This is an optimization exercise on Yosys and OpenROAD, whose aim is small area, not a production implementation. Function was checked by simulation only, so behaviour that the tests miss may differ from the original. Power is estimated from default activity; no workload was simulated.

// AXI_Sram
module AXI_Sram #(
    parameter   DATA_WIDTH  = 64,
                ADDR_WIDTH  = 32,
                ID_WIDTH    = 1,
                USER_WIDTH  = 1,
                STRB_WIDTH  = (DATA_WIDTH/8)
)(
    input                       ACLK,
    input                       ARESETn,
    input      [ADDR_WIDTH-1:0] AWADDR,
    input      [7:0]            AWLEN,
    input      [2:0]            AWSIZE,
    input      [1:0]            AWBURST,
    input                       AWVALID,
    output reg                  AWREADY,
    input      [DATA_WIDTH-1:0] WDATA,
    input      [STRB_WIDTH-1:0] WSTRB,
    input                       WLAST,
    input                       WVALID,
    output reg                  WREADY,
    output     [1:0]            BRESP,
    output reg                  BVALID,
    input                       BREADY,
    input      [ADDR_WIDTH-1:0] ARADDR,
    input      [7:0]            ARLEN,
    input      [2:0]            ARSIZE,
    input      [1:0]            ARBURST,
    input                       ARVALID,
    output reg                  ARREADY,
    output     [DATA_WIDTH-1:0] RDATA,
    output     [1:0]            RRESP,
    output reg                  RLAST,
    output reg                  RVALID,
    input                       RREADY,
    input                       bist_en,
    input                       dft_en,
    output                      bist_done,
    output reg [7:0]            bist_fail
);
Size in the first run: roughly 3,200 cells after synthesis, ~1,300 flip-flops, ~260 I/O pins, ~50,000 sq um of cells after synthesis.
Settings: LEC_CHECK=0, CAP_MARGIN=5, CORE_MARGIN=2, CORE_UTILIZATION=60, GPL_TIMING_DRIVEN=0, PLACE_DENSITY=0.8, SLEW_MARGIN=5, SYNTH_HIERARCHICAL=1; clock period 14.0 ns.
standard.sh (not shown) runs the stock make flow with config.mk's settings and CLKGATE_MAP_FILE= SYNTH_SCRIPT=/design/flow/synth_recipe.tcl, a recipe that flattens the netlist after the stock synthesis.
==> flow/flow/run.sh <==
#!/bin/bash
# The standard ORFS flow (standard.sh, unchanged synthesis) with:
#  - port buffers of the smallest buffer cell,
#  - a clock tree of larger sink clusters and no dummy loads,
#  - one tie cell per constant instead of one per constant output.
# The whole ORFS/OpenROAD output goes to flow.log in this folder; ORFS also
# keeps each step's log under orfs/logs/.
set -o pipefail
bash standard.sh \
  "BUFFER_PORTS_ARGS=-buffer_cell sky130_fd_sc_hd__buf_1" \
  "CTS_ARGS=-sink_clustering_enable -repair_clock_nets -dont_use_dummy_load -sink_clustering_size 25 -sink_clustering_max_diameter 70 -buf_list sky130_fd_sc_hd__clkbuf_16" \
  SKIP_REPAIR_TIE_FANOUT=1 REMOVE_ABC_BUFFERS=1 \
  finish > flow.log 2>&1
Then changed:
--- a/flow/flow/run.sh
+++ b/flow/flow/run.sh
@@ -11,3 +11,3 @@
   "CTS_ARGS=-sink_clustering_enable -repair_clock_nets -dont_use_dummy_load -sink_clustering_size 25 -sink_clustering_max_diameter 70 -buf_list sky130_fd_sc_hd__clkbuf_16" \
-  SKIP_REPAIR_TIE_FANOUT=1 REMOVE_ABC_BUFFERS=1 \
+  SKIP_REPAIR_TIE_FANOUT=1 \
   finish > flow.log 2>&1
--- a/flow/config.mk
+++ b/flow/config.mk
@@ -7,8 +7,7 @@
 export LEC_CHECK = 0
-export CAP_MARGIN = 5
+export CAP_MARGIN = 20
 export CORE_MARGIN = 2
-export CORE_UTILIZATION = 60
-export GPL_TIMING_DRIVEN = 0
-export PLACE_DENSITY = 0.8
-export SLEW_MARGIN = 5
+export CORE_UTILIZATION = 50
+export PLACE_DENSITY = 0.7
+export SLEW_MARGIN = 20
 export SYNTH_HIERARCHICAL = 1
Outcome:
- utilization came out lower by 11 points
- clock skew hardly moves
- maximum frequency came out higher by a quarter to a third
- routed wire length came out higher by a few percent
- sequential power stays flat
- design area came out higher slightly
- worst setup slack is better by 2200 ps
- final cell count came out higher by a few percent
- synthesized area is unchanged
- non-clock buffer count came out higher by 41
- sequential cell count does not change
Then changed:
--- a/flow/flow/run.sh
+++ b/flow/flow/run.sh
@@ -3,4 +3,3 @@
 #  - port buffers of the smallest buffer cell,
-#  - a clock tree of larger sink clusters and no dummy loads,
-#  - one tie cell per constant instead of one per constant output.
+#  - a clock tree of larger sink clusters and no dummy loads.
 # The whole ORFS/OpenROAD output goes to flow.log in this folder; ORFS also
--- a/flow/config.mk
+++ b/flow/config.mk
@@ -9,4 +9,4 @@
 export CORE_MARGIN = 2
-export CORE_UTILIZATION = 50
-export PLACE_DENSITY = 0.7
+export CORE_UTILIZATION = 60
+export PLACE_DENSITY = 0.8
 export SLEW_MARGIN = 20
After rerunning:
- critical path depth stays the same
- setup slack degrades by 47 ps
- power fell by 1.3%
- routed wire length fell by 2.2%
- clock power fell by about 6%
- synthesized cell count stays the same
- clock skew stays flat
- die area fell by 16%
- sequential power hardly moves
- sequential share of layout area rose by 0.56 points
- register-to-register slack degrades by 100 ps
Then changed:
--- a/flow/flow/run.sh
+++ b/flow/flow/run.sh
@@ -3,3 +3,4 @@
 #  - port buffers of the smallest buffer cell,
-#  - a clock tree of larger sink clusters and no dummy loads.
+#  - a clock tree of larger sink clusters and no dummy loads,
+#  - one tie cell per constant instead of one per constant output.
 # The whole ORFS/OpenROAD output goes to flow.log in this folder; ORFS also
@@ -10,3 +11,3 @@
   "CTS_ARGS=-sink_clustering_enable -repair_clock_nets -dont_use_dummy_load -sink_clustering_size 25 -sink_clustering_max_diameter 70 -buf_list sky130_fd_sc_hd__clkbuf_16" \
-  SKIP_REPAIR_TIE_FANOUT=1 \
+  SKIP_REPAIR_TIE_FANOUT=1 REMOVE_ABC_BUFFERS=1 \
   finish > flow.log 2>&1
--- a/flow/config.mk
+++ b/flow/config.mk
@@ -10,2 +10,3 @@
 export CORE_UTILIZATION = 60
+export GPL_TIMING_DRIVEN = 0
 export PLACE_DENSITY = 0.8
=>
- The changed run completed with no timing, DRC or antenna violations
- total power barely changes
- non-clock buffer count went down by 43
- critical path depth came out lower by 2

==> separate check: timing with driven ports <==
Ports are ideal in the flow. The routed layouts listed here were re-timed in OpenROAD. Step 1 sets driving cells, clkbuf_16 on the clock port and buf_2 on the other inputs (assumed; they add their load-dependent delay and slew). Step 2 adds t to the input delays and takes it off the output delays; t is the mean of the earliest and latest rising clock arrival at the registers after step 1. Input paths then give back, and output paths get back, about the clock's delay inside the block. Three values: ideal ports, drivers, drivers and shift; two values: the first two.
run | shift t [ns] | slack for setup (ns) | latest minus earliest clock arrival (ns) | worst register clock-pin slew, ns | worst data-port slew with drivers (ns)
the first run | 0.701 | 4.816 / 4.823 / 4.122 | 0.075 / 0.076 | 0.10 / 0.10 | 0.09
the second run | 0.680 | 6.973 / 7.010 / 6.330 | 0.097 / 0.096 | 0.10 / 0.10 | 0.07
the third run | 0.698 | 6.926 / 6.959 / 6.261 | 0.095 / 0.094 | 0.10 / 0.10 | 0.14
the fourth run | 0.703 | 5.955 / 5.961 / 5.259 | 0.064 / 0.065 | 0.10 / 0.10 | 0.09
After both steps every run listed still meets setup and hold. The setup slack of the fourth run, which loses most, moves by +0.006 ns with the drivers and by -0.696 ns with both steps.
